What follows belongs to an exercise in optimizing a design on an open flow for small area and a short achievable clock period; a production flow would make more cautious choices.
At most, simulation tests tie the RTL to the original design; equivalence was not proved.

==> build 23 <==
## MACRegister
module MACRegister(
    input clk,
    input rst,
    input [1:0] opcode,
    input [15:0] a,
    input [15:0] b,
    output [31:0] dataOut
    );
make LEC_CHECK=0 CAP_MARGIN=20 CORE_MARGIN=2 CORE_UTILIZATION=40 SETUP_SLACK_MARGIN=1.0 SLEW_MARGIN=20 SYNTH_HIERARCHICAL=1 SYNTH_MINIMUM_KEEP_SIZE=0 finish   # period 19.0 ns
run.sh (not shown) runs the stock make flow with config.mk's settings and CLKGATE_MAP_FILE= SYNTH_SCRIPT=/design/flow/synth_recipe.tcl, a recipe that flattens the netlist after the stock synthesis.
==> build 83 (differences from build 23) <==
==> flow/flow/run.sh (new file) <==
#!/bin/bash
# Standard ORFS layout, with the port buffers made of buf_2 cells instead of the default choice.
set -euo pipefail
bash standard.sh "BUFFER_PORTS_ARGS=-buffer_cell sky130_fd_sc_hd__buf_2" finish > make_finish.log 2>&1
==> flow/standard.sh (new file) <==
#!/bin/bash
# synth_recipe.tcl (not shown) runs the flow's synth.tcl, then flattens the netlist and writes it again
# the make line also repeats each setting of config.mk as NAME=value (left out here)
make -C /OpenROAD-flow-scripts/flow DESIGN_CONFIG=/design/flow/config.mk WORK_HOME=/design/flow/orfs CLKGATE_MAP_FILE= SYNTH_SCRIPT=/design/flow/synth_recipe.tcl "${@:-finish}"
removed: flow/run.sh
==> summary.txt <==
metric	build 23	build 83
DP Area	0.009836 sq mm	0.009403 sq mm
Critical hold path startpoint	register[19]	register[20]
Routing usage on met1	0.3231	0.3177
Number of global-route vias before repair	7756	7837
Number of vias per cell	5.571	5.628
Detailed-routed wire length on met2	13.25 mm	13.34 mm
Setup WS post-layout	8.982 ns	9.730 ns
Status	complete, no violations	complete, no violations
Largest stage delay on the critical path	1.12 ns	0.53 ns
Relative area of clock buffers and inverters in the final design	0.01467	0.01559

---

==> trial 84 <==
Another version of the RTL of MACRegister (not shown whole).
export LEC_CHECK = 0
export CAP_MARGIN = 20
export CORE_MARGIN = 2
export CORE_UTILIZATION = 40
export SETUP_SLACK_MARGIN = 1.0
export SLEW_MARGIN = 20
export SYNTH_HIERARCHICAL = 1
export SYNTH_MINIMUM_KEEP_SIZE = 0
create_clock -name core_clock -period 19.0 [get_ports {clk}]
standard.sh (not shown) runs the stock make flow with config.mk's settings and CLKGATE_MAP_FILE= SYNTH_SCRIPT=/design/flow/synth_recipe.tcl, a recipe that flattens the netlist after the stock synthesis.
==> flow/flow/run.sh <==
#!/bin/bash
# Standard ORFS layout, with the port buffers made of buf_2 cells instead of the default choice.
set -euo pipefail
bash standard.sh "BUFFER_PORTS_ARGS=-buffer_cell sky130_fd_sc_hd__buf_2" finish > make_finish.log 2>&1
==> trial 28 (differences from trial 84) <==
--- a/flow/design.v
+++ b/flow/design.v
@@ -352,104 +352,78 @@
     wire P511 = p[25] & p[24];
     wire G512 = g[27] | (p[27] & g[26]);
     wire P513 = p[27] & p[26];
     wire G514 = g[29] | (p[29] & g[28]);
     wire P515 = p[29] & p[28];
     wire G516 = g[31] | (p[31] & g[30]);
     wire P517 = p[31] & p[30];
-    wire G518 = g[8] | (p[8] & G493);
-    wire G519 = G494 | (P495 & G493);
-    wire G520 = g[12] | (p[12] & G496);
-    wire P521 = p[12] & P497;
-    wire G522 = G498 | (P499 & G496);
-    wire P523 = P499 & P497;
-    wire G524 = g[16] | (p[16] & G500);
-    wire P525 = p[16] & P501;
-    wire G526 = G502 | (P503 & G500);
-    wire P527 = P503 & P501;
-    wire G528 = g[20] | (p[20] & G504);
-    wire P529 = p[20] & P505;
-    wire G530 = G506 | (P507 & G504);
-    wire P531 = P507 & P505;
-    wire G532 = g[24] | (p[24] & G508);
-    wire P533 = p[24] & P509;
-    wire G534 = G510 | (P511 & G508);
-    wire P535 = P511 & P509;
-    wire G536 = g[28] | (p[28] & G512);
-    wire P537 = p[28] & P513;
-    wire G538 = G514 | (P515 & G512);
-    wire P539 = P515 & P513;
-    wire G540 = g[10] | (p[10] & G519);
-    wire G541 = G496 | (P497 & G519);
-    wire G542 = G520 | (P521 & G519);
-    wire G543 = G522 | (P523 & G519);
-    wire G544 = g[18] | (p[18] & G526);
-    wire P545 = p[18] & P527;
-    wire G546 = G504 | (P505 & G526);
-    wire P547 = P505 & P527;
-    wire G548 = G528 | (P529 & G526);
-    wire P549 = P529 & P527;
-    wire G550 = G530 | (P531 & G526);
-    wire P551 = P531 & P527;
-    wire G552 = g[26] | (p[26] & G534);
-    wire P553 = p[26] & P535;
-    wire G554 = G512 | (P513 & G534);
-    wire P555 = P513 & P535;
-    wire G556 = G536 | (P537 & G534);
-    wire P557 = P537 & P535;
-    wire G558 = G538 | (P539 & G534);
-    wire P559 = P539 & P535;
-    wire G560 = g[14] | (p[14] & G543);
-    wire G561 = G500 | (P501 & G543);
-    wire G562 = G524 | (P525 & G543);
-    wire G563 = G526 | (P527 & G543);
-    wire G564 = G544 | (P545 & G543);
-    wire G565 = G546 | (P547 & G543);
-    wire G566 = G548 | (P549 & G543);
-    wire G567 = G550 | (P551 & G543);
-    wire G568 = g[30] | (p[30] & G558);
-    wire P569 = p[30] & P559;
-    wire G570 = G516 | (P517 & G558);
-    wire P571 = P517 & P559;
-    wire G572 = g[22] | (p[22] & G567);
-    wire G573 = G508 | (P509 & G567);
-    wire G574 = G532 | (P533 & G567);
-    wire G575 = G534 | (P535 & G567);
-    wire G576 = G552 | (P553 & G567);
-    wire G577 = G554 | (P555 & G567);
-    wire G578 = G556 | (P557 & G567);
-    wire G579 = G558 | (P559 & G567);
-    wire G580 = G568 | (P569 & G567);
-    wire G581 = G570 | (P571 & G567);
+    wire G518 = G494 | (P495 & G493);
+    wire G519 = G498 | (P499 & G496);
+    wire P520 = P499 & P497;
+    wire G521 = G502 | (P503 & G500);
+    wire P522 = P503 & P501;
+    wire G523 = G506 | (P507 & G504);
+    wire P524 = P507 & P505;
+    wire G525 = G510 | (P511 & G508);
+    wire P526 = P511 & P509;
+    wire G527 = G514 | (P515 & G512);
+    wire P528 = P515 & P513;
+    wire G529 = G519 | (P520 & G518);
+    wire G530 = G523 | (P524 & G521);
+    wire P531 = P524 & P522;
+    wire G532 = G527 | (P528 & G525);
+    wire P533 = P528 & P526;
+    wire G534 = G530 | (P531 & G529);
+    wire G535 = G532 | (P533 & G534);
+    wire G536 = G521 | (P522 & G529);
+    wire G537 = G525 | (P526 & G534);
+    wire G538 = G496 | (P497 & G518);
+    wire G539 = G500 | (P501 & G529);
+    wire G540 = G504 | (P505 & G536);
+    wire G541 = G508 | (P509 & G534);
+    wire G542 = G512 | (P513 & G537);
+    wire G543 = G516 | (P517 & G535);
+    wire G544 = g[8] | (p[8] & G493);
+    wire G545 = g[10] | (p[10] & G518);
+    wire G546 = g[12] | (p[12] & G538);
+    wire G547 = g[14] | (p[14] & G529);
+    wire G548 = g[16] | (p[16] & G539);
+    wire G549 = g[18] | (p[18] & G536);
+    wire G550 = g[20] | (p[20] & G540);
+    wire G551 = g[22] | (p[22] & G534);
+    wire G552 = g[24] | (p[24] & G541);
+    wire G553 = g[26] | (p[26] & G537);
+    wire G554 = g[28] | (p[28] & G542);
+    wire G555 = g[30] | (p[30] & G535);
     assign st[6] = p[6] ^ 1'b1;
     assign st[7] = p[7] ^ gc;
     assign st[8] = p[8] ^ G493;
-    assign st[9] = p[9] ^ G518;
-    assign st[10] = p[10] ^ G519;
-    assign st[11] = p[11] ^ G540;
-    assign st[12] = p[12] ^ G541;
-    assign st[13] = p[13] ^ G542;
-    assign st[14] = p[14] ^ G543;
-    assign st[15] = p[15] ^ G560;
-    assign st[16] = p[16] ^ G561;
-    assign st[17] = p[17] ^ G562;
-    assign st[18] = p[18] ^ G563;
-    assign st[19] = p[19] ^ G564;
-    assign st[20] = p[20] ^ G565;
-    assign st[21] = p[21] ^ G566;
-    assign st[22] = p[22] ^ G567;
-    assign st[23] = p[23] ^ G572;
-    assign st[24] = p[24] ^ G573;
-    assign st[25] = p[25] ^ G574;
-    assign st[26] = p[26] ^ G575;
-    assign st[27] = p[27] ^ G576;
-    assign st[28] = p[28] ^ G577;
-    assign st[29] = p[29] ^ G578;
-    assign st[30] = p[30] ^ G579;
-    assign st[31] = p[31] ^ G580;
+    assign st[9] = p[9] ^ G544;
+    assign st[10] = p[10] ^ G518;
+    assign st[11] = p[11] ^ G545;
+    assign st[12] = p[12] ^ G538;
+    assign st[13] = p[13] ^ G546;
+    assign st[14] = p[14] ^ G529;
+    assign st[15] = p[15] ^ G547;
+    assign st[16] = p[16] ^ G539;
+    assign st[17] = p[17] ^ G548;
+    assign st[18] = p[18] ^ G536;
+    assign st[19] = p[19] ^ G549;
+    assign st[20] = p[20] ^ G540;
+    assign st[21] = p[21] ^ G550;
+    assign st[22] = p[22] ^ G534;
+    assign st[23] = p[23] ^ G551;
+    assign st[24] = p[24] ^ G541;
+    assign st[25] = p[25] ^ G552;
+    assign st[26] = p[26] ^ G537;
+    assign st[27] = p[27] ^ G553;
+    assign st[28] = p[28] ^ G542;
+    assign st[29] = p[29] ^ G554;
+    assign st[30] = p[30] ^ G535;
+    assign st[31] = p[31] ^ G555;
     always @ (posedge clk) begin
         if (rst)
             register <= 32'd0;
         else case (opcode)
             2'd1:  
                 register <= {a, b};
             2'd2:  
==> qor summary <==
                                                               trial 84      trial 28
Status                                         timing/DRC/antenna clean  timing/DRC/antenna clean
Fraction of the mapped netlist area in simple logic gates         16.0%         14.8%
Filler instances                                                   2125          2090
Final worst path period share                                     50.8%         52.3%
Minimum setup slack among reg-to-reg paths                     12.84 ns      12.60 ns
Area fraction in compound gates after synthesis                   8.54%         6.10%
Max transition margin                                             42.0%         27.4%
Number of global-route vias before repair                          7376          6855
Worst slack after detailed placement                            9.11 ns       8.79 ns
Layout overhead on the synthesized area                           6.98%         6.86%
Data required, critical path                                   19.24 ns      19.21 ns
Capture instance of the worst register-to-register path    register[23]  register[24]
Worst clock skew                                             0.00523 ns     0.0193 ns
Area of the die                                               23000 µm²     23000 µm²
Hold slack final                                               0.475 ns      0.524 ns
Cells after Synth                                                   903           882
Cell Area, Synth                                               8730 µm²      8700 µm²
Proportion of cell area spent on the clock network                1.79%         1.60%
Layout Cell Area excl Fill                                     9340 µm²      9300 µm²
Total Routed Length                                            25500 µm      24300 µm
Function was not checked in any run of this note: the RTL went through the layout flow alone.

## separate check: timing with driven ports
The flow's constraints put no driver on any port. The routed layouts listed below were extracted and timed again, unchanged, in two steps.
Step 1, drivers: a clkbuf_16 drives clk and a buf_2 each remaining input, both assumed.
Step 2 times the ports against the registers' clock, not the clock port: input delays grow and output delays shrink by t, the midpoint of the rising clock arrivals with the driver on.
Three values: ideal ports, drivers, drivers and shift; two values: the first two.
| run | shift t [ns] | slack for setup (ns) | pins driven straight from the clock port |
|---|---|---|---|
| build 23 | 0.324 | 8.982 / 8.988 / 8.664 | 1 |
| build 83 | 0.326 | 9.730 / 9.737 / 9.411 | 1 |
| trial 84 | 0.343 | 9.355 / 9.377 / 9.035 | 1 |
| trial 28 | 0.337 | 9.064 / 9.076 / 8.740 | 1 |
After both steps setup and hold are still met in every run listed. The setup slack of trial 28, which loses most, moves by +0.012 ns with the drivers and by -0.324 ns with both steps.
